Context: an optimization exercise on an open-source flow, tuned for small area, a short achievable clock period and few clock cycles. The choices shown serve that exercise and are no tape-out recipe. Function was not checked in any run shown here: the RTL went through the layout flow alone. No activity file was given, so power comes from the tool's default toggle rates.

**flow/config.mk**
```make
export PLATFORM = sky130hd
export DESIGN_NAME = top_module
export DESIGN_NICKNAME = top_module
export VERILOG_FILES = /design/flow/design.v
export SDC_FILE = /design/flow/constraint.sdc
export NUM_CORES = 4
export LEC_CHECK = 0
export CAP_MARGIN = 20
export CORE_MARGIN = 2
export CORE_UTILIZATION = 40
export PLACE_DENSITY = 0.6
export SLEW_MARGIN = 20
```
**flow/constraint.sdc**
```tcl
create_clock -name core_clock -period 5.0 [get_ports {clk}]
set_input_delay 1.0000 -clock core_clock [delete_from_list [all_inputs] [get_ports {clk}]]
set_output_delay 1.0000 -clock core_clock [all_outputs]
set_load 0.01 [all_outputs]
```
**flow/design.v**
```verilog
`timescale 1ns / 1ps
module top_module(ans,sign,overflow,car,done,a,b,con,start,clk,rst);
    input [7:0] a;
    input [7:0] b;
    input [2:0] con;
    input start;
    input clk;
    input rst;
    output reg sign,car,overflow,done;
    output [15:0] ans;
    localparam S_IDLE = 3'd0;
    localparam S_M1   = 3'd1;
    localparam S_M2   = 3'd2;
    localparam S_DA   = 3'd3;
    localparam S_DS   = 3'd4;
    localparam S_DF   = 3'd5;
    reg [15:0] R;       
    reg [7:0] A, B;     
    reg [2:0] st;
    reg [2:0] cnt;
    reg qneg;
    assign ans = R;
    wire        sub = (con == 3'b001);
    wire [7:0]  bx  = sub ? ~b : b;
    wire [8:0]  sum = {1'b0, a} + {1'b0, bx} + {8'd0, sub};
    wire        ov  = (a[7] == bx[7]) && (sum[7] != a[7]);
    reg  [7:0]  lres;
    always @* begin
        case (con)
            3'b000, 3'b001: lres = sum[7:0];
            3'b100: lres = a & b;
            3'b101: lres = a | b;
            3'b110: lres = ~b;
            default: lres = a ^ b;
        endcase
    end
    wire arith = (con[2:1] == 2'b00);
    function [9:0] booth_pp;      
        input [7:0] x;
        input [2:0] bits;         
        reg one, two, neg;
        reg [9:0] m;
        begin
            one = bits[1] ^ bits[0];
            two = (bits[2] & ~bits[1] & ~bits[0]) | (~bits[2] & bits[1] & bits[0]);
            neg = bits[2];
            m = one ? {{2{x[7]}}, x} : (two ? {x[7], x, 1'b0} : 10'd0);
            booth_pp = neg ? ~m : m;
        end
    endfunction
    wire [9:0] pp0 = booth_pp(A, {B[1:0], 1'b0});
    wire [9:0] pp1 = booth_pp(A, B[3:1]);
    wire [9:0] pp2 = booth_pp(A, B[5:3]);
    wire [9:0] pp3 = booth_pp(A, B[7:5]);
    wire [15:0] m1 = {{6{pp0[9]}}, pp0} + {{4{pp1[9]}}, pp1, 2'b00}
                   + {13'd0, B[3], 1'b0, B[1]};
    wire [15:0] m2 = R + {{2{pp2[9]}}, pp2, 4'b0000} + {pp3, 6'b000000}
                   + {9'd0, B[7], 1'b0, B[5], 4'b0000};
    wire [7:0] aa = A[7] ? (~A + 8'd1) : A;
    wire [7:0] bb = B[7] ? (~B + 8'd1) : B;
    function [3:0] blen;
        input [7:0] x;
        begin
            casez (x)
                8'b1???????: blen = 4'd8;
                8'b01??????: blen = 4'd7;
                8'b001?????: blen = 4'd6;
                8'b0001????: blen = 4'd5;
                8'b00001???: blen = 4'd4;
                8'b000001??: blen = 4'd3;
                8'b0000001?: blen = 4'd2;
                8'b00000001: blen = 4'd1;
                default:     blen = 4'd0;
            endcase
        end
    endfunction
    wire [3:0] la = blen(aa);
    wire [3:0] lb = blen(bb);
    wire [3:0] sh = la - lb;
    wire       qzero = (la < lb);
    wire       bzero = (B == 8'd0);
    wire [7:0] dal = bb << sh[2:0];
    wire [8:0] dt  = {1'b0, R[15:8]} - {1'b0, B};
    wire       qb  = ~dt[8];
    wire [7:0] qf  = qneg ? (~R[7:0] + 8'd1) : R[7:0];
    wire [7:0] rf  = A[7] ? (~R[15:8] + 8'd1) : R[15:8];
    always @(posedge clk) begin
        done <= 1'b0;
        if (rst) begin
            st <= S_IDLE;
        end else begin
            case (st)
                S_M1: begin
                    R <= m1;
                    st <= S_M2;
                end
                S_M2: begin
                    R <= m2;
                    sign <= m2[15];
                    car <= 1'b0;
                    overflow <= 1'b0;
                    done <= 1'b1;
                    st <= S_IDLE;
                end
                S_DA: begin
                    qneg <= A[7] ^ B[7];
                    car <= 1'b0;
                    overflow <= 1'b0;
                    if (bzero) begin
                        R <= {A, A[7] ? ((A == 8'h80) ? 8'h02 : 8'h01) : 8'hff};
                        sign <= ~A[7];
                        done <= 1'b1;
                        st <= S_IDLE;
                    end else if (qzero) begin
                        R <= {A, 8'h00};
                        sign <= 1'b0;
                        done <= 1'b1;
                        st <= S_IDLE;
                    end else begin
                        R <= {aa, 8'h00};
                        B <= dal;
                        cnt <= sh[2:0];
                        st <= S_DS;
                    end
                end
                S_DS: begin
                    R <= {qb ? dt[7:0] : R[15:8], R[6:0], qb};
                    B <= {1'b0, B[7:1]};
                    cnt <= cnt - 3'd1;
                    if (cnt == 3'd0)
                        st <= S_DF;
                end
                S_DF: begin
                    R <= {rf, qf};
                    sign <= qf[7];
                    done <= 1'b1;
                    st <= S_IDLE;
                end
                default: begin
                    if (start) begin
                        A <= a;
                        B <= b;
                        R <= {8'h00, lres};
                        sign <= lres[7];
                        car <= arith & sum[8];
                        overflow <= arith & ov;
                        if (con == 3'b010)
                            st <= S_M1;
                        else if (con == 3'b011)
                            st <= S_DA;
                        else
                            done <= 1'b1;
                    end
                end
            endcase
        end
    end
endmodule
```
**flow/run.sh**
```bash
#!/bin/bash
# synth_recipe.tcl (not shown) runs the flow's synth.tcl, then flattens the netlist and writes it again
# the make line also repeats each setting of config.mk as NAME=value (left out here)
make -C /OpenROAD-flow-scripts/flow DESIGN_CONFIG=/design/flow/config.mk WORK_HOME=/design/flow/orfs CLKGATE_MAP_FILE= SYNTH_SCRIPT=/design/flow/synth_recipe.tcl finish
```
==> results.sh, run 1 <==
export IMPL_cts_setup_buffers=0
export IMPL_ctsHtreeMaxLevel=2
export IMPL_ys_seq_elements=43
export IMPL_dp_hpwl_mm=18.74
export IMPL_die_w_um=139.4
export IMPL_syn_to_final_growth_pct=11.79
export IMPL_final_hold_viol_count=0
export IMPL_dieArea_um2=19440
export IMPL_holdWs_ns=0.6231
export IMPL_clk_latency_ns=0.31
export IMPL_cts_resized=0
export IMPL_worst_ir_drop_vdd_mv=0.3275
export IMPL_worstHoldStart="cnt[0]$_DFFE_PP_"
export IMPL_crit_type="flip-flop to flip-flop"
export IMPL_fin_crit_ns=4.548
export IMPL_setup_viol=0
export IMPL_synthCells=943
export IMPL_synth_edff_count=39
export IMPL_cts_sinks=43
export IMPL_fmaxAchievable_ghz=0.2199
export IMPL_leakage_uw=0.003466
export IMPL_synth_cell_area_um2=7335
export IMPL_reg2reg_from="A[2]$_DFFE_PP_"
export IMPL_wl_per_cell_um=20.13
export IMPL_synthTopCellsByCount="a21oi_1 (124), ha_1 (85), nor2_1 (83), nand2_1 (76), inv_1 (63)"
export IMPL_drc=0
export IMPL_drive_above_1_share_pct=7.388
export IMPL_finClkSkew_ns=0.007586
export IMPL_outcome="timing/DRC/antenna clean"
export IMPL_worst_slack_ns=0.4521
export IMPL_ys_seq_area_share_pct=17.06
export IMPL_yosysUniqueCellTypes=82
export IMPL_multi_input_area_um2=5604
export IMPL_hold_class="flip-flop to flip-flop"
export IMPL_rr_worst_depth=15
export IMPL_dp_cells=1182
export IMPL_via_per_inst=6.005
export IMPL_cp_max_fo=21
export IMPL_finalCritPeriodShare_pct=90.96
export IMPL_synth_top_area_share_pct=15.97
export IMPL_hold_depth=1
export IMPL_cp_arrival_ns=4.55
export IMPL_syn_area_per_cell_um2=7.778
export IMPL_max_cap_viol_count=0
export IMPL_synth_most_common_cell="a21oi_1"
export IMPL_core_area_um2=17960
export IMPL_power_per_cell_area_nw_per_um2=536.7
export IMPL_r2r_slack_ns=0.45
export IMPL_grt_pass1_wl_mm=36.97
export IMPL_die_h_um=139.4
export IMPL_first_global_vias=6686
export IMPL_tns_ns=0
export IMPL_holdPathEnd="cnt[0]$_DFFE_PP_"
export IMPL_async_flop_share_pct=0
export IMPL_ant_nets=0
export IMPL_tritoncts="built"
export IMPL_worst_setup_path_end_kind="flip-flop"
export IMPL_start_util_pct=40.83
export IMPL_vias=7146
export IMPL_slew_headroom_pct=29.96
export IMPL_r2r_end="R[12]$_DFFE_PP_"
export IMPL_rsz0062_at_grt="no"
export IMPL_place_congestion=0.9108
export IMPL_yosysTopAreaCell="edfxtp_1"
export IMPL_ys_warn_count=1
export IMPL_buffer_ports_inserted=41
export IMPL_clockBufferDepth=2
export IMPL_layout_nets=1081
export IMPL_cp_start_kind="flip-flop"
export IMPL_clockRootBuffer="clkbuf_16"
export IMPL_ios=42
export IMPL_first_iter_violations=695
export IMPL_ys_top_cells_by_area="edfxtp_1 (16%), ha_1 (15%), a21oi_1 (8.5%)"
export IMPL_n_fill_cell=1791
export IMPL_wirelength_mm=23.95
export IMPL_final_cells=1190
export IMPL_grt_max_degree=31
export IMPL_drv_slew=0
export IMPL_worst_pin_slew_ns=1.047
export IMPL_clkSlewWorstSetupHoldPaths_ns=0.07
export IMPL_antenna_found_initial=0
export IMPL_grt_overflow=0
export IMPL_first_pass_iters=5
export IMPL_grtUsageTotal_pct=24.07
export IMPL_cp_required_ns=5.00
export IMPL_row_count=49
export IMPL_cts_buffers=5
export IMPL_synth_nets=1064
export IMPL_dominantRegCellSynth="edfxtp_1"
export IMPL_regArea_um2=1251
export IMPL_diodes=0
export IMPL_pre_cts_ws_ns=0.4760
export IMPL_ctsHoldBuffers=0
[area by class of cell]
cell class	instances	area share (%)
Timing Repair Buffer	71	7.752
Sequential cell	43	15.26
Clock inverter	2	0.4731
Clock buffer	6	1.694
Multi-Input combinational cell	774	68.35
Tap cell	229	3.495
Inverter	65	2.976
[cells by family (layout without fill, tap and decap cells)]
logic type                 Yosys count  after routing  share of synthesized area, %
xor gates and xnor gates            97             97                         11.77
adders and majority gates           99             99                         18.32
buffers and inverters              126            144                         6.670
DFF                                 43             43                         17.06
and+or+nand+nor                    260            260                         17.59
muxes                               14             14                         2.303
AOI/OAI and AO/OA                  304            304                         26.29
[power breakdown]
group / internal, uW / switching (uW) / leakage (uW) / total, uW
sequential: 516 / 178 / 0.000401 / 694
combinational: 1410 / 1880 / 0.00298 / 3290
clock: 252 / 165 / 0.0000875 / 417
[layout by cell type (no fill, tap or decap), drive strengths merged, types with 8 or more instances in the layout]
master,netlist,layout
fa,14,14
a21oi,124,124
a31oi,8,8
a21o,13,13
mux2i,9,9
nand2b,8,8
nand2,77,77
nor3,17,17
or3,11,11
xnor2,50,50
nand3,10,10
and2,8,8
inv,64,65
a22oi,8,8
o21ai,50,50
ha,85,85
and3,11,11
buf,19,30
edfxtp,39,39
o31ai,18,18
xor2,46,46
clkdlybuf4s50,0,41
o21a,9,9
o22ai,14,14
nor2,84,84
[worst max path at each step]
stage | to | from | cells past startpoint
final | R[12]$_DFFE_PP_ | A[2]$_DFFE_PP_ | 15
after global routing | R[12]$_DFFE_PP_ | A[2]$_DFFE_PP_ | 15
after CTS | R[12]$_DFFE_PP_ | A[2]$_DFFE_PP_ | 15
after detailed placement | R[12]$_DFFE_PP_ | A[2]$_DFFE_PP_ | 15
after global placement | R[12]$_DFFE_PP_ | A[2]$_DFFE_PP_ | 15
after floorplan | R[12]$_DFFE_PP_ | B[3]$_DFFE_PP_ | 19
[worst max-delay path, cell delays in order (launching register included)]
cell and delay [ns]:
edfxtp_1 0.89, xor2_1 0.14, nand2_1 0.11, o31ai_1 0.10, fa_1 0.50, inv_1 0.05, fa_1 0.52, inv_1 0.04
ha_1 0.21, fa_1 0.43, a211o_1 0.32, a21o_1 0.15, a21oi_1 0.22, xnor2_1 0.12, a211oi_1 0.30, o32ai_1 0.13
[sequential cells by signal (all words and copies together) (netlist names)]
signal,count
done,1
cnt,3
sign,1
A,8
qneg,1
overflow,1
R,16
B,8
car,1
st,3
[metrics by stage]
stage	cell area, um^2	utilization (%)	total power (uW)
finish	8199	45.64	4401
CTS	8199	45.64	4374
floorplan	7336	-	3001
detailed placement	8021	44.65	3935
global placement	8021	44.65	3926
global route	8199	45.64	4763
[layer usage]
layer | up-vias | part of all wire (%) | GRT usage [%]
li1 | 3426 | - | -
met1 | 3416 | 43 | 32.84
met2 | 259 | 47 | 39.32
met3 | 45 | 6.2 | 3.166
met4 | 0 | 3.0 | 8.240
met5 | - | 0 | 0
==> run 2, diff against run 1 <==
--- a/flow/config.mk
+++ b/flow/config.mk
@@ -5,8 +5,9 @@
 export SDC_FILE = /design/flow/constraint.sdc
 export NUM_CORES = 4
 export LEC_CHECK = 0
+export ABC_AREA = 1
 export CAP_MARGIN = 20
 export CORE_MARGIN = 2
-export CORE_UTILIZATION = 40
-export PLACE_DENSITY = 0.6
+export CORE_UTILIZATION = 65
+export PLACE_DENSITY = 0.75
 export SLEW_MARGIN = 20
==> run 2 against run 1 <==
  * Global-route usage rose by 14 points
  * Clock power is 17% lower
  * Largest power group unchanged
  * Count of clock-buffer cells in the layout fell by 1
==> results.sh, run 2 <==
export IMPL_ctsHtreeMaxLevel=2
export IMPL_synth_most_common_cell="nand2_1"
export IMPL_yosysTopAreaCell="edfxtp_1"
export IMPL_top_layer="met4"
export IMPL_slew_headroom_pct=47.22
export IMPL_ys_seq_area_share_pct=17.07
export IMPL_worst_pin_slew_ns=0.7916
export IMPL_cp_start_kind="flip-flop"
export IMPL_first_global_vias=7131
export IMPL_syn_to_final_growth_pct=9.440
export IMPL_cp_max_fo=16
export IMPL_cts_resized=0
export IMPL_ant_nets=0
export IMPL_layout_nets=1262
export IMPL_finClkSkew_ns=0.008265
export IMPL_wl_met3_mm=1.950
export IMPL_row_count=38
export IMPL_drc=0
export IMPL_grt_max_degree=25
export IMPL_cp_required_ns=5.05
export IMPL_worst_ir_drop_vdd_mv=0.4303
export IMPL_crit_type="flip-flop to flip-flop"
export IMPL_drive_above_1_share_pct=7.180
export IMPL_grt_pass1_wl_mm=35.02
export IMPL_multi_input_area_um2=5264
export IMPL_cts_setup_buffers=0
export IMPL_n_fill_cell=958
export IMPL_final_common_cell="nand2_1"
export IMPL_async_flop_share_pct=0
export IMPL_routedLengthMet1_mm=9.479
export IMPL_max_cap_viol_count=0
export IMPL_top_regs="R (16), A (8), B (8)"
export IMPL_setup_viol=0
export IMPL_cts_sinks=43
export IMPL_vias=7651
export IMPL_wl_met2_mm=9.799
export IMPL_tritoncts="built"
export IMPL_largest_reg_flops=16
export IMPL_worst_setup_path_end_kind="flip-flop"
export IMPL_syn_area_per_cell_um2=6.639
export IMPL_ys_top_cells_by_area="edfxtp_1 (16%), ha_1 (15%), nand2_1 (14%)"
export IMPL_antenna_found_initial=0
export IMPL_dp_hpwl_mm=17.60
export IMPL_fin_crit_ns=4.574
export IMPL_dieArea_um2=12140
export IMPL_rsz0062_at_grt="no"
export IMPL_outcome="timing/DRC/antenna clean"
export IMPL_first_pass_iters=6
export IMPL_clockBufferDepth=2
export IMPL_via_per_inst=5.968
export IMPL_synth_nets=1225
export IMPL_ios=42
export IMPL_grtUsageTotal_pct=37.62
export IMPL_die_w_um=110.2
export IMPL_clockRootBuffer="clkbuf_16"
export IMPL_grt_overflow=0
export IMPL_regArea_um2=1251
export IMPL_regMostFlops="R"
export IMPL_cts_buffers=5
export IMPL_clk_latency_ns=0.30
export IMPL_synth_top_area_share_pct=15.98
export IMPL_synthCells=1104
export IMPL_first_iter_violations=743
export IMPL_synth_edff_count=39
export IMPL_yosysUniqueCellTypes=53
export IMPL_dominantRegCellSynth="edfxtp_1"
export IMPL_place_congestion=0.9744
export IMPL_start_util_pct=67.03
export IMPL_final_hold_viol_count=0
export IMPL_fmaxAchievable_ghz=0.2186
export IMPL_holdWs_ns=0.6087
export IMPL_clkSlewWorstSetupHoldPaths_ns=0.07
export IMPL_ctsHoldBuffers=0
export IMPL_tns_ns=0
export IMPL_wirelength_mm=22.21
export IMPL_power_per_cell_area_nw_per_um2=542.3
export IMPL_hold_class="flip-flop to flip-flop"
export IMPL_synth_cell_area_um2=7330
export IMPL_finalCritPeriodShare_pct=91.47
export IMPL_die_h_um=110.2
export IMPL_diodes=0
export IMPL_synthTopCellsByCount="nand2_1 (277), inv_1 (171), ha_1 (85), o21ai_0 (82), nand3_1 (76)"
export IMPL_buffer_ports_inserted=41
export IMPL_ys_seq_elements=43
export IMPL_leakage_uw=0.003972
export IMPL_ys_warn_count=1
export IMPL_core_area_um2=10940
export IMPL_final_cell_mix="nand2_1 (277), inv_1 (171), ha_1 (85)"
export IMPL_wl_per_cell_um=17.32
export IMPL_cp_arrival_ns=4.62
export IMPL_drv_slew=0
## run 2: cell families (layout without fill, tap and decap cells)
kind of cell	after synthesis	after routing	synth area share (%)
AND/OR/NAND/NOR	494	494	30.39
AO/OA/AOI/OAI	210	210	16.83
buffers and inverters	207	245	11.18
adder cells (fa/ha/maj)	99	99	18.33
XOR/XNOR	51	51	6.197
flip-flops	43	43	17.07
## run 2: routing by layer
layer	global-route usage (%)	up-vias
li1	-	3749
met1	50.00	3461
met2	59.47	361
met3	7.055	80
met4	16.96	0
met5	0	-
## run 2: final cells by class
class,count,area share [%]
Tap cell,140,2.184
Multi-Input combinational cell,854,65.62
Inverter,186,8.735
Clock buffer,5,1.560
Clock inverter,3,0.2496
Sequential cell,43,15.60
Timing Repair Buffer,51,6.052
## run 2: critical path: stages (launching register included)
cell      delay [ns]
edfxtp_1        0.44
inv_1           0.15
ha_1            0.59
inv_1           0.14
nand3_4         0.17
nand2_1         0.09
xor2_1          0.15
fa_1            0.48
inv_1           0.05
fa_1            0.52
inv_1           0.04
ha_1            0.24
fa_1            0.42
nand3_1         0.13
nand2_1         0.08
nand2_1         0.09
nand2_1         0.05
nand2_1         0.05
nand2_1         0.06
o21ai_0         0.14
nand3_1         0.09
nand2_1         0.07
nand2_1         0.06
## run 2: power breakdown
part	switching [uW]	internal (uW)
Combinational	2150	1240
Clock	160	185
Sequential	100	507
## run 2: worst paths after layout
kind,from,endpoint,slack (ns),cells after the start
min,st[0]$_SDFFE_PP0P_,st[0]$_SDFFE_PP0P_,0.61,2
max,B[4]$_DFFE_PP_,R[12]$_DFFE_PP_,0.43,22
min reg2reg,st[0]$_SDFFE_PP0P_,st[0]$_SDFFE_PP0P_,0.61,2
max reg2reg,B[4]$_DFFE_PP_,R[12]$_DFFE_PP_,0.43,22
## run 2: metrics by stage
| step | power (uW) | setup slack (ns) | std cells | util [%] | area (um^2) |
|---|---|---|---|---|---|
| floorplan | 3094 | 0.8286 | 1104 | - | 7330 |
| global placement | 3858 | 0.5625 | 1274 | 71.98 | 7871 |
| detailed placement | 3907 | 0.4726 | 1274 | 71.98 | 7871 |
| CTS | 4269 | 0.4617 | 1282 | 73.31 | 8016 |
| global route | 4789 | 0.1661 | 1282 | 73.35 | 8021 |
| finish | 4350 | 0.4263 | 1282 | 73.35 | 8021 |
==> run 3, diff against run 2 <==
--- a/flow/config.mk
+++ b/flow/config.mk
@@ -5,9 +5,10 @@
 export SDC_FILE = /design/flow/constraint.sdc
 export NUM_CORES = 4
 export LEC_CHECK = 0
-export ABC_AREA = 1
+export ABC_CLOCK_PERIOD_IN_PS = 2500
 export CAP_MARGIN = 20
 export CORE_MARGIN = 2
 export CORE_UTILIZATION = 65
 export PLACE_DENSITY = 0.75
+export SETUP_SLACK_MARGIN = 2.2
 export SLEW_MARGIN = 20
==> run 3 against run 2 <==
  * The run now fails in global routing
  * Synthesized area hardly changed
  * Synthesized cell count is 15% lower
==> results.sh, run 3 <==
export IMPL_crit_endpoint="sign$_DFFE_PP_/DE"
export IMPL_place_congestion=1.037
export IMPL_synth_most_common_cell="a21oi_1"
export IMPL_ys_warn_count=1
export IMPL_outcome="aborted with a tool error"
export IMPL_dominantRegCellSynth="edfxtp_1"
export IMPL_ys_seq_area_share_pct=17.06
export IMPL_clockRootBuffer="clkbuf_16"
export IMPL_syn_area_per_cell_um2=7.778
export IMPL_synth_cell_area_um2=7335
export IMPL_ys_seq_elements=43
export IMPL_ctsHtreeMaxLevel=2
export IMPL_ios=42
export IMPL_worstEndpointType="register data pin"
export IMPL_ys_top_cells_by_area="edfxtp_1 (16%), ha_1 (15%), a21oi_1 (8.5%)"
export IMPL_yosysUniqueCellTypes=82
export IMPL_clockBufferDepth=2
export IMPL_grt_max_degree=33
export IMPL_row_count=38
export IMPL_cts_sinks=43
export IMPL_die_h_um=110.2
export IMPL_die_w_um=110.2
export IMPL_cts_buffers=5
export IMPL_dp_hpwl_mm=17.94
export IMPL_ctsHoldBuffers=0
export IMPL_dp_cells=1086
export IMPL_lastStage="global routing"
export IMPL_buffer_ports_inserted=41
export IMPL_grtUsageTotal_pct=71.56
export IMPL_synth_nets=1064
export IMPL_synth_top_area_share_pct=15.97
export IMPL_synthCells=943
export IMPL_async_flop_share_pct=0
export IMPL_start_util_pct=67.07
export IMPL_yosysTopAreaCell="edfxtp_1"
export IMPL_error="[ERROR GRT-0232] Routing congestion too high. Check the congestion heatmap in the GUI."
export IMPL_synthTopCellsByCount="a21oi_1 (124), ha_1 (85), nor2_1 (83), nand2_1 (76), inv_1 (63)"
export IMPL_grt_overflow=42
export IMPL_synth_edff_count=39
run 3: stage by stage:
stage / setup slack, ns / area (um^2) / power, uW / hold WS, ns
4_1_cts: 0.8935 / 9258 / 5109 / 0.5835
2_1_floorplan: 0.7718 / 7676 / 3182 / 0.5494
3_3_place_gp: 0.6879 / 8068 / 3913 / 0.5740
3_5_place_dp: 0.4919 / 8068 / 4017 / 0.5751
run 3: worst max-delay path by stage:
stage | start | endpoint | cells after the start | slack, ns
2_1_floorplan | B[3]$_DFFE_PP_ | R[14]$_DFFE_PP_ | 21 | 0.77
3_5_place_dp | B[2]$_DFFE_PP_ | R[13]$_DFFE_PP_ | 17 | 0.49
4_1_cts | B[1]$_DFFE_PP_ | cnt[0]$_DFFE_PP_ | 17 | 0.89
3_3_place_gp | B[2]$_DFFE_PP_ | R[13]$_DFFE_PP_ | 17 | 0.69
run 3: what timing repair did:
item / 4_1_cts
buffers inserted: 51
cloned: 4
pin swaps: 46
resized for setup: 128
setup endpoints to repair: 52
run 3: cells by family after synthesis:
kind of cell,count (synthesis),share of synthesized area (%)
DFF,43,17.06
muxes,14,2.303
adders and majority gates,99,18.32
and+or+nand+nor,260,17.59
AOI/OAI and AO/OA,304,26.29
buffers and inverters,126,6.670
xor gates and xnor gates,97,11.77
run 3: power by group through the flow:
stage                     clock [uW]  combinational, uW  sequential (uW)
after floorplan                    0               2570              612
after global placement             0               3240              672
after detailed placement           0               3340              674
after CTS                        402               4040              662
run 3: per-layer routing:
layer / GRT usage, % / overflow
met1: 71.29 / 2
met2: 90.84 / 22
met3: 52.56 / 0
met4: 72.86 / 18
met5: 16.07 / 0
==> run 4, diff against run 3 <==
--- a/flow/design.v
+++ b/flow/design.v
@@ -13,12 +13,11 @@
     localparam S_M2   = 3'd2;
     localparam S_DA   = 3'd3;
     localparam S_DS   = 3'd4;
-    localparam S_DF   = 3'd5;
     reg [15:0] R;       
     reg [7:0] A, B;     
     reg [2:0] st;
     reg [2:0] cnt;
-    reg qneg;
+    reg D8;             
     assign ans = R;
     wire        sub = (con == 3'b001);
     wire [7:0]  bx  = sub ? ~b : b;
@@ -56,8 +55,6 @@
                    + {13'd0, B[3], 1'b0, B[1]};
     wire [15:0] m2 = R + {{2{pp2[9]}}, pp2, 4'b0000} + {pp3, 6'b000000}
                    + {9'd0, B[7], 1'b0, B[5], 4'b0000};
-    wire [7:0] aa = A[7] ? (~A + 8'd1) : A;
-    wire [7:0] bb = B[7] ? (~B + 8'd1) : B;
     function [3:0] blen;
         input [7:0] x;
         begin
@@ -74,16 +71,28 @@
             endcase
         end
     endfunction
-    wire [3:0] la = blen(aa);
-    wire [3:0] lb = blen(bb);
+    function [3:0] mlen;
+        input [7:0] x;
+        reg pw;
+        begin
+            pw = x[7] & (&(x[7:1] | ~x[6:0]));    
+            mlen = blen(x ^ {8{x[7]}}) + {3'd0, pw};
+        end
+    endfunction
+    wire [3:0] la = mlen(A);
+    wire [3:0] lb = mlen(B);
     wire [3:0] sh = la - lb;
     wire       qzero = (la < lb);
     wire       bzero = (B == 8'd0);
-    wire [7:0] dal = bb << sh[2:0];
-    wire [8:0] dt  = {1'b0, R[15:8]} - {1'b0, B};
-    wire       qb  = ~dt[8];
-    wire [7:0] qf  = qneg ? (~R[7:0] + 8'd1) : R[7:0];
-    wire [7:0] rf  = A[7] ? (~R[15:8] + 8'd1) : R[15:8];
+    wire [8:0] dal = {B[7], B} << sh[2:0];
+    wire       dsub = (A[7] == D8);               
+    wire [9:0] dx   = {D8, D8, B} ^ {10{dsub}};
+    wire [9:0] dt   = {{2{R[15]}}, R[15:8]} + dx + {9'd0, dsub};
+    wire       dz   = (dt == 10'd0);
+    wire       qb   = A[7] ? (dt[9] | dz) : ~dt[9];
+    wire [7:0] qm1  = R[7:0] - 8'd1;
+    wire [7:0] qn   = qb ? {(dsub ? R[6:0] : qm1[6:0]), 1'b1} : {R[6:0], 1'b0};
+    wire [7:0] rn   = qb ? dt[7:0] : R[15:8];
     always @(posedge clk) begin
         done <= 1'b0;
         if (rst) begin
@@ -103,7 +112,6 @@
                     st <= S_IDLE;
                 end
                 S_DA: begin
-                    qneg <= A[7] ^ B[7];
                     car <= 1'b0;
                     overflow <= 1'b0;
                     if (bzero) begin
@@ -117,24 +125,21 @@
                         done <= 1'b1;
                         st <= S_IDLE;
                     end else begin
-                        R <= {aa, 8'h00};
-                        B <= dal;
+                        R <= {A, 8'h00};
+                        {D8, B} <= dal;
                         cnt <= sh[2:0];
                         st <= S_DS;
                     end
                 end
                 S_DS: begin
-                    R <= {qb ? dt[7:0] : R[15:8], R[6:0], qb};
-                    B <= {1'b0, B[7:1]};
+                    R <= {rn, qn};
+                    {D8, B} <= {D8, D8, B[7:1]};
                     cnt <= cnt - 3'd1;
-                    if (cnt == 3'd0)
-                        st <= S_DF;
-                end
-                S_DF: begin
-                    R <= {rf, qf};
-                    sign <= qf[7];
-                    done <= 1'b1;
-                    st <= S_IDLE;
+                    if (cnt == 3'd0) begin
+                        sign <= qn[7];
+                        done <= 1'b1;
+                        st <= S_IDLE;
+                    end
                 end
                 default: begin
                     if (start) begin
--- a/flow/config.mk
+++ b/flow/config.mk
@@ -8,7 +8,7 @@
 export ABC_CLOCK_PERIOD_IN_PS = 2500
 export CAP_MARGIN = 20
 export CORE_MARGIN = 2
-export CORE_UTILIZATION = 65
-export PLACE_DENSITY = 0.75
-export SETUP_SLACK_MARGIN = 2.2
+export CORE_UTILIZATION = 50
+export PLACE_DENSITY = 0.65
+export SETUP_SLACK_MARGIN = 2.0
 export SLEW_MARGIN = 20
==> run 4 against run 3 <==
  * The run now finishes clean
  * Synthesized area fell by 2.7%
  * Synthesized cell count fell by 4.2%
==> results.sh, run 4 <==
export IMPL_outcome="timing/DRC/antenna clean"
export IMPL_ctsHoldBuffers=0
export IMPL_grtUsageTotal_pct=33.42
export IMPL_dp_hpwl_mm=17.92
export IMPL_row_count=43
export IMPL_power_per_cell_area_nw_per_um2=373.7
export IMPL_buffer_ports_inserted=41
export IMPL_first_iter_violations=760
export IMPL_diodes=0
export IMPL_synthCells=903
export IMPL_place_congestion=0.9437
export IMPL_synth_compound_area_share_pct=26.28
export IMPL_worst_pin_slew_ns=1.073
export IMPL_syn_to_final_growth_pct=36.12
export IMPL_cp_start_kind="flip-flop"
export IMPL_yosysTopAreaCell="edfxtp_1"
export IMPL_synth_most_common_cell="nor2_1"
export IMPL_setup_viol=0
export IMPL_ant_nets=0
export IMPL_crit_type="flip-flop to flip-flop"
export IMPL_wirelength_mm=25.54
export IMPL_wl_per_cell_um=21.41
export IMPL_clk_latency_ns=0.31
export IMPL_hold_class="flip-flop to flip-flop"
export IMPL_rsz0062_at_grt="yes"
export IMPL_dieArea_um2=15240
export IMPL_fmaxAchievable_ghz=0.2314
export IMPL_synth_nets=1024
export IMPL_synthAdderAreaFrac_pct=18.98
export IMPL_tns_ns=0
export IMPL_synth_top_family_by_area="compound AO/OA/AOI/OAI gates"
export IMPL_grt_pass1_wl_mm=38.98
export IMPL_cp_max_fo=4
export IMPL_yosysUniqueCellTypes=82
export IMPL_die_h_um=123.4
export IMPL_ctsHtreeMaxLevel=2
export IMPL_final_common_cell="buf_4"
export IMPL_finalPower_uw=3628
export IMPL_cp_arrival_ns=4.38
export IMPL_via_per_inst=6.470
export IMPL_antenna_found_initial=0
export IMPL_final_cells=1193
export IMPL_first_pass_iters=5
export IMPL_ys_top_cells_by_area="edfxtp_1 (16%), ha_1 (15%), xnor2_1 (5.4%)"
export IMPL_cp_required_ns=5.06
export IMPL_finalCritPeriodShare_pct=86.41
export IMPL_clockBufferDepth=2
export IMPL_regMostFlops="R"
export IMPL_top_regs="R (16), A (8), B (8)"
export IMPL_async_flop_share_pct=0
export IMPL_synth_cell_area_um2=7133
export IMPL_cts_sinks=43
export IMPL_cts_buffers=5
export IMPL_finClkSkew_ns=0.01107
export IMPL_grt_max_degree=29
export IMPL_synthXorXnorAreaFrac_pct=8.490
export IMPL_ios=42
export IMPL_largest_reg_flops=16
export IMPL_slew_headroom_pct=28.22
export IMPL_final_cell_mix="buf_4 (94), nor2_1 (88), ha_1 (66)"
export IMPL_tritoncts="built"
export IMPL_leakage_uw=0.003987
export IMPL_clockRootBuffer="clkbuf_16"
export IMPL_synth_edff_count=39
export IMPL_synth_simple_gate_area_share_pct=17.47
export IMPL_vias=7719
export IMPL_clkSlewWorstSetupHoldPaths_ns=0.07
export IMPL_fin_crit_ns=4.321
export IMPL_core_area_um2=13930
export IMPL_ys_seq_elements=43
export IMPL_ys_warn_count=1
export IMPL_synthMuxAreaShare_pct=4.911
export IMPL_die_w_um=123.4
export IMPL_max_cap_viol_count=0
export IMPL_synthTopCellsByCount="nor2_1 (97), ha_1 (85), nand2_1 (67), o21ai_0 (63), a21oi_1 (61)"
export IMPL_ys_seq_area_share_pct=17.54
export IMPL_dominantRegCellSynth="edfxtp_1"
export IMPL_holdWs_ns=0.5932
export IMPL_drv_slew=0
export IMPL_r2r_slack_ns=0.68
export IMPL_first_global_vias=7362
export IMPL_layout_nets=1133
export IMPL_syn_area_per_cell_um2=7.899
export IMPL_worst_ir_drop_vdd_mv=0.2117
export IMPL_dp_cells=1091
export IMPL_start_util_pct=51.19
export IMPL_drc=0
export IMPL_final_hold_viol_count=0
export IMPL_synth_top_area_share_pct=16.42
export IMPL_worst_setup_path_end_kind="flip-flop"
export IMPL_grt_overflow=0
export IMPL_drive_above_1_share_pct=29.12
## run 4: changes by cell type after synthesis, moves of 9 or more
cell      previous run  this run
xor2_1              46        22
a221oi_1             4        18
a21oi_1            124        61
a22oi_1              7        20
nor2_1              83        97
nand2_1             76        67
o31ai_1             16         0
mux2i_1              9        19
o21ai_0             46        63
## run 4: cell type report
type / count / area (um^2)
tap: 180 / 225.2
multi-input combinational: 741 / 6345
sequential: 43 / 1251
inverter: 57 / 219.0
clock inverter: 3 / 43.79
fill: 1074 / 4225
clock buffer: 5 / 125.1
timing repair buffer: 164 / 1500
## run 4: worst paths after layout
| check | to | startpoint | depth (start not counted) |
|---|---|---|---|
| hold reg to reg | cnt[0]$_DFFE_PP_ | cnt[0]$_DFFE_PP_ | 1 |
| setup reg to reg | R[14]$_DFFE_PP_ | B[3]$_DFFE_PP_ | 19 |
| setup / recovery | R[14]$_DFFE_PP_ | B[3]$_DFFE_PP_ | 19 |
| hold / removal | cnt[0]$_DFFE_PP_ | cnt[0]$_DFFE_PP_ | 1 |
## run 4: critical path, stage by stage (launching register included)
cell and delay (ns):
edfxtp_1 0.48, and2_4 0.23, a211oi_2 0.21, nor2_1 0.08, a221oi_2 0.23, fa_1 0.45
inv_2 0.08, fa_2 0.44, inv_2 0.07, ha_4 0.13, inv_2 0.04, fa_2 0.37
nor2b_2 0.14, o21ai_2 0.08, a21boi_2 0.17, o21a_1 0.15, nor2_2 0.06, o2111ai_1 0.21
o211ai_1 0.12, a221o_1 0.32
## run 4: power by group
part / internal (uW) / total (uW) / switching, uW
clock network: 236 / 392 / 156
logic: 1310 / 2690 / 1370
registers: 470 / 551 / 80.6
## run 4: kinds of logic (layout without fill, tap and decap cells)
kind of cell,Yosys count,after routing
mux,31,31
simple gates,266,266
xor+xnor,67,67
fa+ha+maj,100,100
buf+inv,119,229
flops,43,43
compound gates,277,277
## run 4: per-layer routing
metal	track usage (%)	share of wire, %	vias to the layer above
met5	0	0	-
met4	15.48	5.1	0
met3	4.797	6.9	99
met2	57.55	49	390
met1	41.06	39	3705
li1	-	-	3525
## run 4: per-stage QoR
step	setup slack (ns)	utilization, %	cell area (um^2)
6_report	0.6793	69.68	9709
5_1_grt	0.5451	69.68	9709
4_1_cts	0.8634	66.09	9209
3_5_place_dp	0.4179	56.78	7913
3_3_place_gp	0.5319	56.78	7913
2_1_floorplan	0.8575	-	7418
## run 4: timing repair
action | CTS | global route
pin swaps | 65 | 65
setup endpoints to repair | 54 | 53
gates cloned | 2 | 0
gates resized for setup | 140 | 70
buffers inserted | 66 | 26
==> run 5, diff against run 4 <==
==> flow/design.v (replaced) <==
`timescale 1ns / 1ps
module top_module(ans,sign,overflow,car,done,a,b,con,start,clk,rst);
    input [7:0] a;
    input [7:0] b;
    input [2:0] con;
    input start;
    input clk;
    input rst;
    output reg sign,car,overflow,done;
    output [15:0] ans;
    reg [15:0] R;       
    reg [8:0]  X;       
    reg [2:0]  cnt;     
    reg        bm1;     
    reg        sa;      
    reg        mbusy, dbusy;
    assign ans = R;
    wire        sub = (con == 3'b001);
    wire [7:0]  bx  = sub ? ~b : b;
    wire [8:0]  sum = {1'b0, a} + {1'b0, bx} + {8'd0, sub};
    wire        ov  = (a[7] == bx[7]) && (sum[7] != a[7]);
    reg  [7:0]  lres;
    always @* begin
        case (con)
            3'b000, 3'b001: lres = sum[7:0];
            3'b100: lres = a & b;
            3'b101: lres = a | b;
            3'b110: lres = ~b;
            default: lres = a ^ b;
        endcase
    end
    wire arith = (con[2:1] == 2'b00);
    wire is_mul = (con == 3'b010);
    wire is_div = (con == 3'b011);
    function [3:0] blen;
        input [7:0] x;
        begin
            casez (x)
                8'b1???????: blen = 4'd8;
                8'b01??????: blen = 4'd7;
                8'b001?????: blen = 4'd6;
                8'b0001????: blen = 4'd5;
                8'b00001???: blen = 4'd4;
                8'b000001??: blen = 4'd3;
                8'b0000001?: blen = 4'd2;
                8'b00000001: blen = 4'd1;
                default:     blen = 4'd0;
            endcase
        end
    endfunction
    function [3:0] mlen;
        input [7:0] x;
        reg pw;
        begin
            pw = x[7] & (&(x[7:1] | ~x[6:0]));    
            mlen = blen(x ^ {8{x[7]}}) + {3'd0, pw};
        end
    endfunction
    wire [3:0] la = mlen(a);
    wire [3:0] lb = mlen(b);
    wire [3:0] sh = la - lb;
    wire       qzero = (la < lb);
    wire       bzero = (b == 8'd0);
    wire [8:0] dal = {b[7], b} << sh[2:0];
    wire       dsub = (sa == X[8]);              
    wire       bone = R[0] ^ bm1;
    wire       btwo = (R[1] & ~R[0] & ~bm1) | (~R[1] & R[0] & bm1);
    wire       one  = dbusy | bone;
    wire       two  = ~dbusy & btwo;
    wire       neg  = dbusy ? dsub : R[1];
    wire [9:0] mv   = one ? {X[8], X} : (two ? {X, 1'b0} : 10'd0);
    wire [9:0] p    = {{2{R[15]}}, R[15:8]};
    wire [9:0] q    = mv ^ {10{neg}};
    wire [9:0] y    = p + q + {9'd0, neg};
    wire       yz   = neg ? (p == mv) : ((p ^ mv) == {p[8:0] | mv[8:0], 1'b0});
    wire       qb   = sa ? (y[9] | yz) : ~y[9];
    wire [7:0] qm1  = R[7:0] - 8'd1;
    wire [7:0] qn   = qb ? {(dsub ? R[6:0] : qm1[6:0]), 1'b1} : {R[6:0], 1'b0};
    wire [7:0] rn   = qb ? y[7:0] : R[15:8];
    always @(posedge clk) begin
        done <= 1'b0;
        if (rst) begin
            mbusy <= 1'b0;
            dbusy <= 1'b0;
        end else if (mbusy) begin
            R <= {y, R[7:2]};
            bm1 <= R[1];
            cnt <= cnt - 3'd1;
            if (cnt == 3'd0) begin
                mbusy <= 1'b0;
                sign <= y[9];
                done <= 1'b1;
            end
        end else if (dbusy) begin
            R <= {rn, qn};
            X <= {X[8], X[8:1]};
            cnt <= cnt - 3'd1;
            if (cnt == 3'd0) begin
                dbusy <= 1'b0;
                sign <= qn[7];
                done <= 1'b1;
            end
        end else if (start) begin
            car <= arith & sum[8];
            overflow <= arith & ov;
            sa <= a[7];
            bm1 <= 1'b0;
            X <= is_mul ? {a[7], a} : dal;
            cnt <= is_mul ? 3'd3 : sh[2:0];
            if (is_mul) begin
                R <= {8'h00, b};
                mbusy <= 1'b1;
            end else if (is_div) begin
                if (bzero) begin
                    R <= {a, a[7] ? ((a == 8'h80) ? 8'h02 : 8'h01) : 8'hff};
                    sign <= ~a[7];
                    done <= 1'b1;
                end else begin
                    R <= {a, 8'h00};
                    sign <= 1'b0;
                    if (qzero)
                        done <= 1'b1;
                    else
                        dbusy <= 1'b1;
                end
            end else begin
                R <= {8'h00, lres};
                sign <= lres[7];
                done <= 1'b1;
            end
        end
    end
endmodule
--- a/flow/config.mk
+++ b/flow/config.mk
@@ -5,10 +5,8 @@
 export SDC_FILE = /design/flow/constraint.sdc
 export NUM_CORES = 4
 export LEC_CHECK = 0
-export ABC_CLOCK_PERIOD_IN_PS = 2500
 export CAP_MARGIN = 20
 export CORE_MARGIN = 2
 export CORE_UTILIZATION = 50
 export PLACE_DENSITY = 0.65
-export SETUP_SLACK_MARGIN = 2.0
 export SLEW_MARGIN = 20
==> run 5 against run 4 <==
  * First-iteration DRC count fell by 39%
  * Flip-flop and latch count shrank 7
  * Critical endpoint is now X[7]$_DFFE_PP_
  * Count of clock-buffer cells in the layout increased by 3
  * Still clean on timing, DRC and antenna
  * Synthesized cell count is 32% lower
  * Sequential power down 27%
  * Setup slack worse by 0.20 ns
  * Critical path type is now primary input to flip-flop
  * Combinational power fell by about 70%
  * Critical path depth is 6 lower
==> results.sh, run 5 <==
export IMPL_drc=0
export IMPL_via_per_inst=6.105
export IMPL_clockRootBuffer="clkbuf_8"
export IMPL_synth_edff_count=33
export IMPL_largest_reg_flops=16
export IMPL_syn_to_final_growth_pct=15.56
export IMPL_synthCells=615
export IMPL_finalCritPeriodShare_pct=90.45
export IMPL_outcome="timing/DRC/antenna clean"
export IMPL_ctsHoldBuffers=0
export IMPL_cts_sinks=36
export IMPL_synthTopCellsByCount="ha_1 (56), nand2_1 (54), a21oi_1 (48), nor2_1 (46), o21ai_0 (43)"
export IMPL_first_global_vias=4612
export IMPL_worst_ir_drop_vdd_mv=0.1218
export IMPL_cp_max_fo=10
export IMPL_antenna_found_initial=0
export IMPL_crit_start="b[1]"
export IMPL_hold_class="flip-flop to flip-flop"
export IMPL_worstHoldStart="cnt[0]$_DFFE_PP_"
export IMPL_slowest_delay_ns=0.65
export IMPL_ys_top_cells_by_area="edfxtp_1 (20%), ha_1 (14%), a21oi_1 (4.9%)"
export IMPL_buffer_ports_inserted=41
export IMPL_grt_overflow=0
export IMPL_diodes=0
export IMPL_wl_met2_mm=7.016
export IMPL_setup_viol=0
export IMPL_place_congestion=1.018
export IMPL_layout_nets=737
export IMPL_cts_setup_buffers=0
export IMPL_ios=42
export IMPL_synth_most_common_cell="ha_1"
export IMPL_wl_per_cell_um=18.78
export IMPL_final_core_util_pct=58.50
export IMPL_cp_arrival_ns=4.58
export IMPL_crit_chain="clkdlybuf4s50_1 -> nor4_1 -> a31oi_1 -> nor4_1 -> ha_1 -> ha_1 -> fa_1 -> buf_4 -> mux2i_1 -> a21oi_1 -> mux2i_1 -> a211oi_1 -> a21o_1"
export IMPL_syn_area_per_cell_um2=7.934
export IMPL_vias=4823
export IMPL_async_flop_share_pct=0
export IMPL_tns_ns=0
export IMPL_rsz0062_at_grt="no"
export IMPL_drv_slew=0
export IMPL_core_area_um2=9639
export IMPL_routedLengthMet1_mm=6.446
export IMPL_synth_cell_area_um2=4880
export IMPL_dieArea_um2=10570
export IMPL_worst_setup_path_end_kind="flip-flop"
export IMPL_clockBufferDepth=2
export IMPL_wl_met3_um=959
export IMPL_tritoncts="built"
export IMPL_die_w_um=102.8
export IMPL_slew_headroom_pct=38.17
export IMPL_yosysTopAreaCell="edfxtp_1"
export IMPL_grt_pass1_wl_mm=23.92
export IMPL_crit_type="primary input to flip-flop"
export IMPL_fmaxAchievable_ghz=0.2211
export IMPL_ys_seq_area_share_pct=21.54
export IMPL_first_pass_iters=5
export IMPL_clk_latency_ns=0.30
export IMPL_die_h_um=102.8
export IMPL_top_regs="R (16), X (9), cnt (3)"
export IMPL_max_cap_viol_count=0
export IMPL_first_iter_violations=462
export IMPL_cp_required_ns=5.06
export IMPL_cts_resized=0
export IMPL_leakage_uw=0.002265
export IMPL_ys_seq_elements=36
export IMPL_final_common_cell="ha_1"
export IMPL_worst_pin_slew_ns=0.9241
export IMPL_grt_max_degree=38
export IMPL_final_cell_mix="ha_1 (56), nand2_1 (54), a21oi_1 (48)"
export IMPL_ant_nets=0
export IMPL_regMostFlops="R"
export IMPL_final_hold_viol_count=0
export IMPL_power_per_cell_area_nw_per_um2=260.1
export IMPL_fin_crit_ns=4.522
export IMPL_finClkSkew_ns=0.007821
export IMPL_ys_warn_count=1
export IMPL_row_count=36
export IMPL_grtUsageTotal_pct=29.16
export IMPL_cp_start_kind="primary input"
export IMPL_dp_hpwl_mm=11.78
export IMPL_dominantRegCellSynth="edfxtp_1"
export IMPL_wirelength_mm=14.83
export IMPL_top_layer="met4"
export IMPL_synth_nets=696
export IMPL_n_fill_cell=929
export IMPL_yosysUniqueCellTypes=68
export IMPL_slowest_stage="fa_1"
export IMPL_synth_top_area_share_pct=20.31
export IMPL_ctsHtreeMaxLevel=2
export IMPL_drive_above_1_share_pct=8.371
export IMPL_start_util_pct=50.62
export IMPL_cts_buffers=5
export IMPL_clkSlewWorstSetupHoldPaths_ns=0.08
export IMPL_reg2reg_from="dbusy$_SDFFE_PP0N_"
-- run 5: cell count changes in the layout (fill, tap and decap cells not counted), moves of 9 or more --
cell             delta
buf_4              -62
nand3_1            +13
xnor2_2            -12
mux2i_1            -13
nor2_1             -42
ha_4               -17
ha_1               -10
buf_6              -25
clkdlybuf4s50_1    +10
nor4_1             +10
inv_1              -10
o21ai_1             -9
-- run 5: final cells by class --
| class | instances | area, um^2 | share of cell area (%) |
|---|---|---|---|
| Inverter | 41 | 153.9 | 2.729 |
| Tap cell | 133 | 166.4 | 2.951 |
| Multi-Input combinational cell | 499 | 3517 | 62.37 |
| Clock buffer | 8 | 100.1 | 1.775 |
| Timing Repair Buffer | 73 | 650.6 | 11.54 |
| Sequential cell | 36 | 1051 | 18.64 |
-- run 5: logic make-up (layout without fill, tap and decap cells) --
family | after synthesis | in the layout | synth area share (%)
compound gates | 185 | 185 | 24.69
simple gates | 198 | 198 | 20.00
xor+xnor | 45 | 45 | 8.077
flops | 36 | 36 | 21.54
fa+ha+maj | 59 | 59 | 15.59
mux | 12 | 12 | 3.615
buf+inv | 80 | 122 | 6.487
-- run 5: path summary, 6_finish.rpt --
path,endpoint,slack (ns),cells after the start
worst max-delay path,X[7]$_DFFE_PP_,0.48,13
worst min-delay path,cnt[0]$_DFFE_PP_,0.59,1
worst max register to register,R[6]$_DFFE_PP_,0.77,13
worst min register to register,cnt[0]$_DFFE_PP_,0.59,1
-- run 5: metal layers --
layer / up-vias / track usage [%]
met3: 36 / 3.729
met5: - / 0
met2: 188 / 48.57
li1: 2349 / -
met4: 0 / 10.32
met1: 2250 / 39.11
-- run 5: power breakdown --
group          switching, uW  total, uW  internal, uW  leakage, uW
registers               28.3        404           376     0.000339
logic                    464        819           356      0.00187
clock network            117        244           126    0.0000515
-- run 5: worst max-delay path, delay by kind of cell --
family | cells | cell delay [ns]
buffers and inverters | 2 | 0.76
muxes | 2 | 0.38
and+or+nand+nor | 2 | 0.86
AOI/OAI and AO/OA | 4 | 0.45
adders and majority gates | 3 | 1.11
-- run 5: metrics by stage --
step	instances	area, um^2	power (uW)	hold WS (ns)	worst slack (ns)
floorplan	615	4880	987.5	0.5419	0.5362
global placement	782	5534	1197	0.5606	0.3143
detailed placement	782	5539	1217	0.5685	0.2055
CTS	790	5639	1458	0.5799	0.5227
global route	790	5639	1576	0.6015	0.1999
finish	790	5639	1467	0.5854	0.4777
==> run 6, diff against run 5 <==
--- a/flow/config.mk
+++ b/flow/config.mk
@@ -5,8 +5,10 @@
 export SDC_FILE = /design/flow/constraint.sdc
 export NUM_CORES = 4
 export LEC_CHECK = 0
+export ABC_CLOCK_PERIOD_IN_PS = 3000
 export CAP_MARGIN = 20
 export CORE_MARGIN = 2
 export CORE_UTILIZATION = 50
 export PLACE_DENSITY = 0.65
+export SETUP_SLACK_MARGIN = 1.5
 export SLEW_MARGIN = 20
==> run 6 against run 5 <==
  * Largest cell class unchanged
  * Sequential power rose by 2%
  * Count of clock-buffer cells in the layout fell by 3
  * Maximum frequency rose by 19%
  * Still clean
==> results.sh, run 6 <==
export IMPL_fin_crit_ns=3.792
export IMPL_hold_class="flip-flop to flip-flop"
export IMPL_die_h_um=102.8
export IMPL_synthAdderAreaFrac_pct=15.59
export IMPL_via_per_inst=6.166
export IMPL_design_area_um2=6688
export IMPL_worst_pin_slew_ns=1.012
export IMPL_met1_usage_pct=40.50
export IMPL_synth_simple_gate_area_share_pct=20.00
export IMPL_cp_start_kind="flip-flop"
export IMPL_clkSlewWorstSetupHoldPaths_ns=0.08
export IMPL_finalCritPeriodShare_pct=75.83
export IMPL_ios=42
export IMPL_tritoncts="built"
export IMPL_die_w_um=102.8
export IMPL_yosysUniqueCellTypes=68
export IMPL_grt_max_degree=34
export IMPL_synth_compound_area_share_pct=24.69
export IMPL_place_area_um2=5595
export IMPL_synthXorXnorAreaFrac_pct=8.077
export IMPL_ys_seq_area_share_pct=21.54
export IMPL_dominantRegCellSynth="edfxtp_1"
export IMPL_ys_warn_count=1
export IMPL_synthTopCellsByCount="ha_1 (56), nand2_1 (54), a21oi_1 (48), nor2_1 (46), o21ai_0 (43)"
export IMPL_setup_viol=0
export IMPL_power_per_cell_area_nw_per_um2=265.4
export IMPL_finalPower_uw=1775
export IMPL_final_common_cell="buf_4"
export IMPL_diodes=0
export IMPL_drv_slew=0
export IMPL_synth_nets=696
export IMPL_cp_arrival_ns=3.85
export IMPL_syn_to_final_growth_pct=37.05
export IMPL_dieArea_um2=10570
export IMPL_worst_setup_path_end_kind="flip-flop"
export IMPL_async_flop_share_pct=0
export IMPL_ctsHoldBuffers=0
export IMPL_buffer_ports_inserted=41
export IMPL_finClkSkew_ns=0.007698
export IMPL_row_count=36
export IMPL_first_pass_iters=5
export IMPL_outcome="timing/DRC/antenna clean"
export IMPL_busiest_layer="met2"
export IMPL_layout_nets=794
export IMPL_rsz0062_at_grt="yes"
export IMPL_cp_max_fo=7
export IMPL_top_regs="R (16), X (9), cnt (3)"
export IMPL_clk_latency_ns=0.30
export IMPL_tns_ns=0
export IMPL_final_cell_mix="buf_4 (73), nand2_1 (49), ha_1 (44)"
export IMPL_cts_buffers=5
export IMPL_drc=0
export IMPL_cts_sinks=36
export IMPL_grtUsageTotal_pct=32.43
export IMPL_n_fill_cell=795
export IMPL_slew_headroom_pct=32.29
export IMPL_largest_reg_flops=16
export IMPL_yosysTopAreaCell="edfxtp_1"
export IMPL_ys_top_cells_by_area="edfxtp_1 (20%), ha_1 (14%), a21oi_1 (4.9%)"
export IMPL_core_area_um2=9639
export IMPL_synth_top_family_by_area="compound AO/OA/AOI/OAI gates"
export IMPL_clockRootBuffer="clkbuf_8"
export IMPL_synthCells=615
export IMPL_wirelength_mm=17.08
export IMPL_synth_edff_count=33
export IMPL_leakage_uw=0.002670
export IMPL_multi_input_area_um2=4069
export IMPL_place_congestion=1.099
export IMPL_holdWs_ns=0.5784
export IMPL_vias=5223
export IMPL_clockBufferDepth=2
export IMPL_synthMuxAreaShare_pct=3.615
export IMPL_grtUsageMet2_pct=55.00
export IMPL_max_cap_viol_count=0
export IMPL_synth_top_area_share_pct=20.31
export IMPL_dp_hpwl_mm=12.02
export IMPL_worst_ir_drop_vdd_mv=0.1274
export IMPL_ant_nets=0
export IMPL_start_util_pct=50.62
export IMPL_ys_seq_elements=36
export IMPL_cp_required_ns=5.06
export IMPL_drive_above_1_share_pct=32.35
export IMPL_grt_util_met3_pct=3.254
export IMPL_crit_type="flip-flop to flip-flop"
export IMPL_final_hold_viol_count=0
export IMPL_regArea_um2=1054
export IMPL_wl_per_cell_um=20.16
export IMPL_first_global_vias=4948
export IMPL_dp_cells=778
export IMPL_first_iter_violations=349
export IMPL_fmaxAchievable_ghz=0.2637
export IMPL_antenna_found_initial=0
export IMPL_synth_cell_area_um2=4880
export IMPL_synth_most_common_cell="ha_1"
export IMPL_regMostFlops="R"
export IMPL_grt_overflow=0
export IMPL_ctsHtreeMaxLevel=2
export IMPL_syn_area_per_cell_um2=7.934
export IMPL_final_cells=847
export IMPL_grt_pass1_wl_mm=26.12
-- run 6: area by class of cell --
type / instances / share of cell area, %
Multi-Input combinational cell: 499 / 60.84
Timing Repair Buffer: 130 / 16.59
Sequential cell: 36 / 15.75
Inverter: 41 / 2.657
Tap cell: 133 / 2.488
Clock buffer: 5 / 1.029
Clock inverter: 3 / 0.6361
-- run 6: worst paths after layout --
check                     end        startpoint  slack, ns  cells past startpoint
max            R[1]$_DFFE_PP_    R[0]$_DFFE_PP_       1.21                     16
max reg2reg    R[1]$_DFFE_PP_    R[0]$_DFFE_PP_       1.21                     16
min          cnt[0]$_DFFE_PP_  cnt[0]$_DFFE_PP_       0.58                      1
min reg2reg  cnt[0]$_DFFE_PP_  cnt[0]$_DFFE_PP_       0.58                      1
-- run 6: where the power goes --
part / internal, uW / leakage [uW] / switching (uW)
combinational: 523 / 0.00228 / 572
clock: 148 / 0.0000541 / 119
sequential: 376 / 0.000340 / 37.1
-- run 6: metal layers --
metal | vias to the layer above | wire [um]
met1 | 2443 | 6889
met4 | 0 | 1080
met3 | 64 | 994
met2 | 240 | 8113
met5 | - | 0
li1 | 2476 | -
-- run 6: cells by family after synthesis --
| kind of cell | count (synthesis) |
|---|---|
| buf+inv | 80 |
| mux | 12 |
| flops | 36 |
| fa+ha+maj | 59 |
| compound gates | 185 |
| xor+xnor | 45 |
| simple gates | 198 |
-- run 6: through the flow --
stage,util [%],setup WS (ns)
after floorplan,-,1.011
after global placement,58.05,0.2828
after detailed placement,58.05,0.2363
after CTS,66.16,1.251
after global routing,69.38,1.081
final,69.38,1.208
-- run 6: worst max-delay path, cell delays in order (launching register included) --
cell	delay [ns]
edfxtp_1	0.51
inv_2	0.14
ha_4	0.16
nand2_4	0.05
a21oi_4	0.25
buf_6	0.14
a22oi_2	0.07
xor2_1	0.16
ha_1	0.37
a21oi_2	0.18
o21ai_2	0.08
o21a_1	0.21
or3_4	0.38
nand3_4	0.11
a2bb2oi_4	0.28
xnor2_1	0.13
a221o_1	0.32
-- run 6: repair_timing --
action                     in CTS  in global routing
gates resized for setup       153                 75
setup endpoints to repair      35                 32
buffers inserted               42                 19
pin swaps                      53                 51
==> run 7, diff against run 6 <==
==> flow/flow/run.sh (new file) <==
#!/bin/bash
# Standard layout, with fast input/output buffers and sizing not tied to the cell footprint.
set -euo pipefail
bash standard.sh MATCH_CELL_FOOTPRINT=0 "BUFFER_PORTS_ARGS=-buffer_cell sky130_fd_sc_hd__buf_2" finish > standard_flow.log 2>&1
==> flow/standard.sh (new file) <==
#!/bin/bash
# synth_recipe.tcl (not shown) runs the flow's synth.tcl, then flattens the netlist and writes it again
# the make line also repeats each setting of config.mk as NAME=value (left out here)
make -C /OpenROAD-flow-scripts/flow DESIGN_CONFIG=/design/flow/config.mk WORK_HOME=/design/flow/orfs CLKGATE_MAP_FILE= SYNTH_SCRIPT=/design/flow/synth_recipe.tcl "${@:-finish}"
removed: flow/run.sh
==> run 7 against run 6 <==
  * Largest cell class unchanged
  * Clock power down 2%
  * Via count down 1.7%
  * First-iteration DRC count up 4.6%
==> results.sh, run 7 <==
export IMPL_outcome="timing/DRC/antenna clean"
export IMPL_final_core_util_pct=67.42
export IMPL_cts_sinks=36
export IMPL_buffer_ports_inserted=41
export IMPL_crit_type="primary input to flip-flop"
export IMPL_worst_ir_drop_vdd_mv=0.1266
export IMPL_rr_worst_depth=14
export IMPL_cp_start_kind="primary input"
export IMPL_syn_area_per_cell_um2=7.934
export IMPL_synth_top_area_share_pct=20.31
export IMPL_via_per_inst=6.191
export IMPL_die_w_um=102.8
export IMPL_synth_cell_area_um2=4880
export IMPL_yosysUniqueCellTypes=68
export IMPL_cp_max_fo=10
export IMPL_wl_per_cell_um=19.88
export IMPL_drive_above_1_share_pct=33.76
export IMPL_first_global_vias=4818
export IMPL_cp_arrival_ns=3.94
export IMPL_hold_class="flip-flop to flip-flop"
export IMPL_largest_reg_flops=16
export IMPL_tritoncts="built"
export IMPL_dieArea_um2=10570
export IMPL_layout_nets=776
export IMPL_first_iter_violations=365
export IMPL_finClkSkew_ns=0.01263
export IMPL_async_flop_share_pct=0
export IMPL_regArea_um2=1052
export IMPL_multi_input_area_um2=4011
export IMPL_ctsHoldBuffers=0
export IMPL_top_regs="R (16), X (9), cnt (3)"
export IMPL_start_util_pct=50.62
export IMPL_die_h_um=102.8
export IMPL_final_hold_viol_count=0
export IMPL_dominantRegCellSynth="edfxtp_1"
export IMPL_synth_nets=696
export IMPL_finalCritPeriodShare_pct=77.43
export IMPL_slew_headroom_pct=34.44
export IMPL_clkSlewWorstSetupHoldPaths_ns=0.08
export IMPL_cts_buffers=5
export IMPL_ys_seq_area_share_pct=21.54
export IMPL_synthTopCellsByCount="ha_1 (56), nand2_1 (54), a21oi_1 (48), nor2_1 (46), o21ai_0 (43)"
export IMPL_vias=5132
export IMPL_syn_to_final_growth_pct=33.18
export IMPL_grt_max_degree=38
export IMPL_synth_most_common_cell="ha_1"
export IMPL_ys_warn_count=1
export IMPL_ctsHtreeMaxLevel=2
export IMPL_clk_latency_ns=0.31
export IMPL_core_area_um2=9639
export IMPL_yosysTopAreaCell="edfxtp_1"
export IMPL_worst_setup_path_end_kind="flip-flop"
export IMPL_ios=42
export IMPL_grt_overflow=0
export IMPL_rsz0062_at_grt="yes"
export IMPL_grtUsageTotal_pct=31.09
export IMPL_drv_slew=0
export IMPL_clockBufferDepth=2
export IMPL_tns_ns=0
export IMPL_worst_pin_slew_ns=0.9798
export IMPL_final_cell_mix="buf_4 (60), ha_1 (49), nand2_1 (48)"
export IMPL_synth_edff_count=33
export IMPL_synthCells=615
export IMPL_leakage_uw=0.002639
export IMPL_ant_nets=0
export IMPL_row_count=36
export IMPL_fmaxAchievable_ghz=0.2583
export IMPL_setup_viol=0
export IMPL_first_pass_iters=5
export IMPL_ys_seq_elements=36
export IMPL_ys_top_cells_by_area="edfxtp_1 (20%), ha_1 (14%), a21oi_1 (4.9%)"
export IMPL_antenna_found_initial=0
export IMPL_hold_depth=1
export IMPL_max_cap_viol_count=0
export IMPL_grt_pass1_wl_mm=25.18
export IMPL_n_fill_cell=792
export IMPL_place_congestion=0.9706
export IMPL_wirelength_mm=16.48
export IMPL_fin_crit_ns=3.871
export IMPL_dp_hpwl_mm=11.31
export IMPL_final_common_cell="buf_4"
export IMPL_clockRootBuffer="clkbuf_8"
export IMPL_final_cells=829
export IMPL_cp_required_ns=5.07
export IMPL_power_per_cell_area_nw_per_um2=279.3
export IMPL_diodes=0
export IMPL_drc=0
export IMPL_dp_cells=758
export IMPL_regMostFlops="R"
[run 7: area by class of cell]
| type | instances | area share, % |
|---|---|---|
| clock inverters | 2 | 0.5391 |
| inverters | 41 | 3.003 |
| clock buffers | 6 | 1.117 |
| flip-flops and latches | 36 | 16.19 |
| multi-input cells | 499 | 61.73 |
| repair buffers | 112 | 14.86 |
| well taps | 133 | 2.561 |
[run 7: cell families after synthesis]
group                    share of synthesized area [%]
flip-flops                                       21.54
multiplexers                                     3.615
AO/OA/AOI/OAI                                    24.69
AND/OR/NAND/NOR                                  20.00
adder cells (fa/ha/maj)                          15.59
buffers and inverters                            6.487
XOR/XNOR                                         8.077
[run 7: final timing paths]
| kind | end | start | slack (ns) |
|---|---|---|---|
| worst max-delay path | X[7]$_DFFE_PP_ | b[7] | 1.13 |
| worst min-delay path | cnt[0]$_DFFE_PP_ | cnt[0]$_DFFE_PP_ | 0.57 |
| worst max register to register | R[6]$_DFFE_PP_ | R[0]$_DFFE_PP_ | 1.15 |
| worst min register to register | cnt[0]$_DFFE_PP_ | cnt[0]$_DFFE_PP_ | 0.57 |
[run 7: metrics by stage]
| stage | setup WS (ns) | power, uW | hold slack, ns | cell area, um^2 |
|---|---|---|---|---|
| 2_1_floorplan | 1.096 | 1014 | 0.5419 | 5041 |
| 3_3_place_gp | 0.6867 | 1175 | 0.5612 | 5229 |
| 3_5_place_dp | 0.6503 | 1186 | 0.5626 | 5229 |
| 4_1_cts | 1.264 | 1626 | 0.5746 | 6038 |
| 5_1_grt | 0.9339 | 1924 | 0.6024 | 6499 |
| 6_report | 1.129 | 1815 | 0.5745 | 6499 |
[run 7: critical path, cell delays in order]
cell,delay [ns]
buf_12,0.13
clkinv_8,0.07
ha_4,0.24
nor3_4,0.18
o311ai_2,0.13
ha_1,0.35
ha_4,0.17
fa_2,0.58
buf_8,0.14
mux4_2,0.50
mux2i_1,0.17
a211oi_1,0.10
a21o_1,0.17
[run 7: timing repair]
item                                    CTS  global route
endpoints found under the hold margin     0             0
resized for setup                       126            70
pin swaps                                26            47
setup buffers                            42            21
endpoints found under the setup margin   31            29
[run 7: layer usage]
layer  global-route usage (%)  vias to the layer above  wire (um)
met5                        0                        -          0
met4                    15.49                        0        674
met3                    3.390                       46        999
met2                    51.58                      205       8072
met1                    40.34                     2451       6734
li1                         -                     2430          -
[run 7: report_power, final]
part | internal, uW | switching (uW) | leakage (uW)
clock | 148 | 114 | 0.0000552
combinational | 547 | 591 | 0.00224
sequential | 376 | 38.1 | 0.000339

static timing again, ports no longer ideal:
The flow's constraints put no driver on any port. The routed layouts listed below were extracted and timed again, unchanged, in two steps. Step 1, drivers: a clkbuf_16 drives clk and a buf_2 each remaining input, both assumed. Step 2 adds t to the input delays and takes it off the output delays; t is the mean of the earliest and latest rising clock arrival at the registers after step 1. Input paths then give back, and output paths get back, about the clock's delay inside the block. a / b / c = no drivers / after step 1 / after step 2; a / b = the first two.
| run | t (ns) | setup WS [ns] | worst setup path after step 2 | pins driven straight from the clock port |
|---|---|---|---|---|
| run 1 | 0.344 | 0.452 / 0.452 / 0.452 | register to register | 1 |
| run 2 | 0.332 | 0.426 / 0.426 / 0.426 | register to register | 1 |
| run 4 | 0.346 | 0.679 / 0.679 / 0.679 | register to register | 1 |
| run 5 | 0.326 | 0.478 / 0.482 / 0.156 | input to register | 1 |
| run 6 | 0.324 | 1.208 / 1.208 / 0.906 | input to register | 1 |
| run 7 | 0.330 | 1.129 / 1.098 / 0.768 | input to register | 1 |
After both steps every run listed still meets setup and hold. For run 7, which loses most, drivers alone change the setup slack by -0.031 ns; drivers and shift together by -0.361 ns.
